Context: an optimization exercise on an open-source flow, tuned for small area, a short achievable clock period and few clock cycles. The choices shown serve that exercise and are no tape-out recipe.

==> raven: inputs <==
==> flow/design.v <==
module HT_TOP(
    input clk,
    input rst_n,
    input in_valid,
    input [2:0] in_weight,
    input out_mode,
    output reg out_valid,
    output reg out_code
);
function [3:0] add3(input [2:0] a, input [2:0] b);
    reg [2:0] g, p; reg [3:0] c;
    begin
        g = a & b; p = a ^ b;
        c[0] = 1'b0;
        c[1] = g[0];
        c[2] = g[1] | (p[1] & g[0]);
        c[3] = g[2] | (p[2] & g[1]) | (p[2] & p[1] & g[0]);
        add3 = {c[3], p ^ c[2:0]};
    end
endfunction
function [5:0] add6(input [5:0] a, input [5:0] b);
    reg [5:0] g, p, c;
    begin
        g = a & b; p = a ^ b;
        c[0] = 1'b0;
        c[1] = g[0];
        c[2] = g[1] | (p[1] & g[0]);
        c[3] = g[2] | (p[2] & g[1]) | (p[2] & p[1] & g[0]);
        c[4] = g[3] | (p[3] & g[2]) | (p[3] & p[2] & g[1]) | (p[3] & p[2] & p[1] & g[0]);
        c[5] = g[4] | (p[4] & g[3]) | (p[4] & p[3] & g[2]) | (p[4] & p[3] & p[2] & g[1])
             | (p[4] & p[3] & p[2] & p[1] & g[0]);
        add6 = p ^ c;
    end
endfunction
function ge3(input [2:0] a, input [2:0] b);
    reg [2:0] gt, lt;
    begin
        gt = a & ~b; lt = ~a & b;
        ge3 = ~(lt[2] | (~gt[2] & (lt[1] | (~gt[1] & lt[0]))));
    end
endfunction
function ge6(input [5:0] a, input [5:0] b);
    reg [5:0] gt, lt;
    begin
        gt = a & ~b; lt = ~a & b;
        ge6 = ~(lt[5] | (~gt[5] & (lt[4] | (~gt[4] & (lt[3] | (~gt[3] &
              (lt[2] | (~gt[2] & (lt[1] | (~gt[1] & lt[0]))))))))));
    end
endfunction
localparam IDLE = 2'd0, IN = 2'd1, MERGE = 2'd2, OUT = 2'd3;
reg [1:0] phase;
reg [2:0] cnt;
reg [2:0] cur;
reg       mode;
reg [5:0] w [0:7];
reg [4:0] m [0:7];
reg [5:0] S;               
reg [7:0] cr [0:4];        
wire in_phase = (phase != MERGE);
wire [2:0] k = (phase == IN) ? cnt : 3'd0;    
wire md = (phase == IN) ? mode : out_mode;
reg [4:0] leaf_m;
always @(*) begin
    leaf_m = 5'd0;
    if (!md) begin
        case (k)
            3'd4: leaf_m = 5'b00001;
            3'd5: leaf_m = 5'b00010;
            3'd6: leaf_m = 5'b00100;
            3'd7: leaf_m = 5'b01000;
            3'd3: leaf_m = 5'b10000;
            default: leaf_m = 5'd0;
        endcase
    end else begin
        case (k)
            3'd4: leaf_m = 5'b00001;
            3'd2: leaf_m = 5'b00010;
            3'd5: leaf_m = 5'b00100;
            3'd0: leaf_m = 5'b01000;
            3'd1: leaf_m = 5'b10000;
            default: leaf_m = 5'd0;
        endcase
    end
end
wire [5:0] x = {3'd0, in_weight};
wire [9:0] st, c;
genvar g;
generate
    for (g = 0; g < 8; g = g + 1) begin : cmp
        assign st[g] = (k > 7 - g) && ge3(w[g][2:0], in_weight);
        assign c[g]  = ge6(w[g], S);
    end
endgenerate
assign st[9:8] = 2'b11;
assign c[9:8]  = 2'b11;
wire [5:0] nw = in_phase ? x : S;
wire [4:0] nm = in_phase ? leaf_m : (m[0] | m[1]);
wire [5:0] wx [0:9];
wire [4:0] mx [0:9];
generate
    for (g = 0; g < 8; g = g + 1) begin : ext
        assign wx[g] = w[g];
        assign mx[g] = m[g];
    end
endgenerate
assign wx[8] = 6'h3f; assign wx[9] = 6'h3f;
assign mx[8] = 5'd0;  assign mx[9] = 5'd0;
wire [3:0] s_in_a = add3(in_weight, w[1][2:0]);
wire [3:0] s_in_b = add3(w[1][2:0], w[2][2:0]);
wire [5:0] s_m_a = add6(S, w[2]);
wire [5:0] s_m_b = add6(w[2], w[3]);
integer i;
always @(posedge clk) begin
    for (i = 0; i < 8; i = i + 1) begin
        if (in_phase) begin
            if (st[i]) begin
                w[i] <= wx[i];  m[i] <= mx[i];
            end else if (st[i+1]) begin
                w[i] <= nw;     m[i] <= nm;
            end else begin
                w[i] <= wx[i+1]; m[i] <= mx[i+1];
            end
        end else begin
            if (i > 0 && c[i+1]) begin
                w[i] <= wx[i+1]; m[i] <= mx[i+1];
            end else if (c[i+2]) begin
                w[i] <= nw;      m[i] <= nm;
            end else begin
                w[i] <= wx[i+2]; m[i] <= mx[i+2];
            end
        end
    end
    if (in_phase)
        S <= st[2] ? {2'd0, s_in_a} : {2'd0, s_in_b};
    else
        S <= c[3] ? s_m_a : s_m_b;
end
wire root = (phase == MERGE) && (cnt == 3'd6);
integer j;
always @(posedge clk) begin
    for (j = 0; j < 5; j = j + 1) begin
        if (phase == IDLE || phase == IN)
            cr[j] <= 8'd1;
        else if (phase == MERGE) begin
            if ((m[0][j] | m[1][j]) && !(root && j == 0))
                cr[j] <= {cr[j][6:0], m[0][j]};
        end else if (cur == j)
            cr[j] <= {1'b0, cr[j][7:1]};
    end
end
wire [7:0] ccur = cr[cur];
wire last = (ccur[7:1] == 7'd1);
always @(posedge clk or negedge rst_n) begin
    if (!rst_n) begin
        phase <= IDLE;
        out_valid <= 1'b0;
        out_code <= 1'b0;
    end else begin
        case (phase)
            IDLE: begin
                out_valid <= 1'b0;
                if (in_valid) phase <= IN;
            end
            IN: begin
                if (cnt == 3'd7) phase <= MERGE;
            end
            MERGE: begin
                if (root) begin
                    phase <= OUT;
                    out_valid <= 1'b1;
                    out_code <= m[0][0];
                end
            end
            OUT: begin
                out_code <= ccur[0];
                if (last && cur == 3'd4) phase <= IDLE;
            end
        endcase
    end
end
always @(posedge clk) begin
    case (phase)
        IDLE: begin
            cnt <= 3'd1;
            mode <= out_mode;
        end
        IN: cnt <= cnt + 3'd1;
        MERGE: begin
            cnt <= cnt + 3'd1;
            cur <= (cr[0] == 8'd1) ? 3'd1 : 3'd0;
        end
        OUT: if (last) cur <= cur + 3'd1;
    endcase
end
endmodule
==> flow/run.sh <==
#!/bin/bash
# synth_recipe.tcl (not shown) runs the flow's synth.tcl, then flattens the netlist and writes it again
# the make line also repeats each setting of config.mk as NAME=value (left out here)
make -C /OpenROAD-flow-scripts/flow DESIGN_CONFIG=/design/flow/config.mk WORK_HOME=/design/flow/orfs CLKGATE_MAP_FILE= SYNTH_SCRIPT=/design/flow/synth_recipe.tcl finish
==> flow/config.mk <==
export PLATFORM = sky130hd
export DESIGN_NAME = HT_TOP
export DESIGN_NICKNAME = HT_TOP
export VERILOG_FILES = /design/flow/design.v
export SDC_FILE = /design/flow/constraint.sdc
export NUM_CORES = 4
export LEC_CHECK = 0
export CAP_MARGIN = 20
export CORE_MARGIN = 2
export CORE_UTILIZATION = 65
export SETUP_SLACK_MARGIN = 4.0
export SLEW_MARGIN = 20
==> flow/constraint.sdc <==
create_clock -name core_clock -period 6.0 [get_ports {clk}]
set_input_delay 1.2000 -clock core_clock [delete_from_list [all_inputs] [get_ports {clk}]]
set_output_delay 1.2000 -clock core_clock [all_outputs]
set_load 0.01 [all_outputs]
==> zinc (differences from raven) <==
==> flow/design.v, changed modules only <==
module HT_TOP(
    input clk,
    input rst_n,
    input in_valid,
    input [2:0] in_weight,
    input out_mode,
    output reg out_valid,
    output reg out_code
);
function [3:0] add3(input [2:0] a, input [2:0] b);
    reg [2:0] g, p; reg [3:0] c;
    begin
        g = a & b; p = a ^ b;
        c[0] = 1'b0;
        c[1] = g[0];
        c[2] = g[1] | (p[1] & g[0]);
        c[3] = g[2] | (p[2] & g[1]) | (p[2] & p[1] & g[0]);
        add3 = {c[3], p ^ c[2:0]};
    end
endfunction
function [5:0] add6(input [5:0] a, input [5:0] b);
    reg [5:0] g, p, c;
    begin
        g = a & b; p = a ^ b;
        c[0] = 1'b0;
        c[1] = g[0];
        c[2] = g[1] | (p[1] & g[0]);
        c[3] = g[2] | (p[2] & g[1]) | (p[2] & p[1] & g[0]);
        c[4] = g[3] | (p[3] & g[2]) | (p[3] & p[2] & g[1]) | (p[3] & p[2] & p[1] & g[0]);
        c[5] = g[4] | (p[4] & g[3]) | (p[4] & p[3] & g[2]) | (p[4] & p[3] & p[2] & g[1])
             | (p[4] & p[3] & p[2] & p[1] & g[0]);
        add6 = p ^ c;
    end
endfunction
function ge6(input [5:0] a, input [5:0] b);
    reg [5:0] gt, lt;
    begin
        gt = a & ~b; lt = ~a & b;
        ge6 = ~(lt[5] | (~gt[5] & (lt[4] | (~gt[4] & (lt[3] | (~gt[3] &
              (lt[2] | (~gt[2] & (lt[1] | (~gt[1] & lt[0]))))))))));
    end
endfunction
localparam IDLE = 2'd0, IN = 2'd1, MERGE = 2'd2, OUT = 2'd3;
reg [1:0] phase;
reg       in_phase;        
reg [2:0] cnt;             
reg       iv;              
reg       mode;            
reg [5:0] w [0:7];
reg [4:0] m [0:7];
reg [5:0] Y;               
reg [6:0] cr [0:4];        
reg [4:0] rootbit;         
reg       rb;              
reg [4:0] coh;             
always @(posedge clk or negedge rst_n) begin
    if (!rst_n)
        iv <= 1'b0;
    else
        iv <= in_valid;
end
always @(posedge clk)
    if (in_valid && !iv)
        mode <= out_mode;
reg [4:0] leaf_m;
always @(*) begin
    leaf_m = 5'd0;
    if (!mode) begin
        case (cnt)
            3'd4: leaf_m = 5'b00001;
            3'd5: leaf_m = 5'b00010;
            3'd6: leaf_m = 5'b00100;
            3'd7: leaf_m = 5'b01000;
            3'd3: leaf_m = 5'b10000;
            default: leaf_m = 5'd0;
        endcase
    end else begin
        case (cnt)
            3'd4: leaf_m = 5'b00001;
            3'd2: leaf_m = 5'b00010;
            3'd5: leaf_m = 5'b00100;
            3'd0: leaf_m = 5'b01000;
            3'd1: leaf_m = 5'b10000;
            default: leaf_m = 5'd0;
        endcase
    end
end
wire [7:0] st;
genvar g;
generate
    for (g = 0; g < 8; g = g + 1) begin : cmp
        assign st[g] = (in_phase ? (cnt > g) : (cnt < 6 - g)) && ge6(w[g], Y);
    end
endgenerate
wire [5:0] t1 = {cnt == 3'd5, cnt == 3'd4, cnt == 3'd3, cnt == 3'd2, cnt == 3'd1, cnt == 3'd0};
reg [4:0] mA, mB;          
reg [5:0] wC, wD;          
reg       sD;              
integer q;
always @(*) begin
    mA = 5'd0; mB = 5'd0; wC = 6'd0; wD = 6'd0; sD = 1'b0;
    for (q = 0; q < 6; q = q + 1) begin
        mA = mA | ({5{t1[q]}} & m[7-q]);
        mB = mB | ({5{t1[q]}} & m[6-q]);
        if (q < 5) begin
            wC = wC | ({6{t1[q]}} & w[5-q]);
            wD = wD | ({6{t1[q]}} & w[4-q]);
            sD = sD | (t1[q] & st[4-q]);
        end
    end
end
wire [4:0] mAB = mA | mB;
wire [10:0] dN = {in_phase ? leaf_m : mAB, Y};
generate
    for (g = 0; g < 8; g = g + 1) begin : upd
        wire up = (g == 0) ? 1'b1 : st[g-1];
        wire [10:0] cur = {m[g], w[g]};
        wire [10:0] abv;
        if (g == 0) begin : top
            assign abv = cur;
        end else begin : rest
            assign abv = {m[g-1], w[g-1]};
        end
        wire [10:0] nxt = ({11{st[g]}} & cur) | ({11{~st[g] & up}} & dN)
                        | ({11{~up}} & abv);
        always @(posedge clk) begin
            w[g] <= nxt[5:0];
            m[g] <= nxt[10:6];
        end
    end
endgenerate
wire [3:0] s_in_a = add3(Y[2:0], w[6][2:0]);
wire [3:0] s_in_b = add3(w[6][2:0], w[5][2:0]);
wire [5:0] s_m_a = add6(Y, wC);
wire [5:0] s_m_b = add6(wC, wD);
wire [5:0] s_next = in_phase ? (st[5] ? {2'd0, s_in_a} : {2'd0, s_in_b})
                             : (sD ? s_m_a : s_m_b);
wire fuse = (phase == MERGE) && (cnt == 3'd5);
wire ip_next = !((phase == IN && cnt == 3'd7) || (phase == MERGE && !fuse));
always @(posedge clk)
    Y <= ip_next ? {3'd0, in_weight} : s_next;
integer j;
always @(posedge clk) begin
    for (j = 0; j < 5; j = j + 1) begin
        if (phase == IDLE || phase == IN)
            cr[j] <= 7'd1;
        else if (phase == MERGE) begin
            if (mAB[j])
                cr[j] <= {cr[j][5:0], mA[j]};
            if (fuse)
                rootbit[j] <= ~(mAB[j] ^ st[0]);
        end else if (coh[j] && !rb)
            cr[j] <= {1'b0, cr[j][6:1]};
    end
end
reg [4:0] emp, lst, top;
always @(*) begin
    for (j = 0; j < 5; j = j + 1) begin
        emp[j] = (cr[j] == 7'd1);
        lst[j] = (cr[j][6:1] == 6'd1);
        top[j] = cr[j][0];
    end
end
wire cempty = |(coh & emp);
wire last = |(coh & lst);
wire adv = rb ? cempty : last;       
wire empty0 = (cr[0] == 7'd1) && !mAB[0];
always @(posedge clk or negedge rst_n) begin
    if (!rst_n) begin
        phase <= IDLE;
        out_valid <= 1'b0;
        out_code <= 1'b0;
    end else begin
        case (phase)
            IDLE: begin
                out_valid <= 1'b0;
                if (iv) phase <= IN;
            end
            IN: begin
                if (cnt == 3'd7) phase <= MERGE;
            end
            MERGE: begin
                if (fuse) begin
                    phase <= OUT;
                    out_valid <= 1'b1;
                    out_code <= ~(mAB[0] ^ st[0]);
                end
            end
            OUT: begin
                out_code <= |(coh & (rb ? rootbit : top));
                if (adv && coh[4]) phase <= IDLE;
            end
        endcase
    end
end
always @(posedge clk or negedge rst_n) begin
    if (!rst_n)
        in_phase <= 1'b1;
    else
        in_phase <= ip_next;
end
always @(posedge clk or negedge rst_n) begin
    if (!rst_n)
        cnt <= 3'd0;
    else if ((phase == IDLE && iv) || phase == IN || (phase == MERGE && !fuse))
        cnt <= cnt + 3'd1;
    else if (fuse)
        cnt <= 3'd0;
end
always @(posedge clk) begin
    case (phase)
        MERGE: begin
            coh <= empty0 ? 5'b00010 : 5'b00001;
            rb <= empty0;
        end
        OUT: begin
            if (adv) begin
                coh <= {coh[3:0], 1'b0};
                rb <= 1'b1;
            end else
                rb <= 1'b0;
        end
        default: ;
    endcase
end
endmodule
- ABC_AREA: not set -> 1
- CORE_UTILIZATION: 65 -> 40
- SETUP_SLACK_MARGIN: 4.0 -> 3.85
==> notes.md <==
zinc passed the timing, design-rule and antenna checks. raven died in 5_1_grt on GRT-0232. Against zinc, the synthesized area of raven is larger by about 5%. Against zinc, the synthesized cell count of raven is lower by 16%.
Function was not checked in any run of this note: the RTL went through the layout flow alone.

separate check: timing with driven ports:
In the flow no input, the clock included, has a driving cell. The finished layout below was timed again as built, in two steps. Step 1 assumes that a clkbuf_16 drives the clock port and a buf_2 every other input. Step 2 adds t to the input delays and takes it off the output delays; t is the mean of the earliest and latest rising clock arrival at the registers after step 1. Input paths then give back, and output paths get back, about the clock's delay inside the block. a / b / c = ideal ports / drivers / drivers and shift; a / b = the first two.
run: zinc
shift t [ns]: 0.476
setup WS [ns]: 3.139 / 3.139 / 3.139
cell pins on the clock port's net: 1
After both steps zinc still meets setup and hold. The setup slack of zinc moves by 0.000 ns with the drivers and by 0.000 ns with both steps.
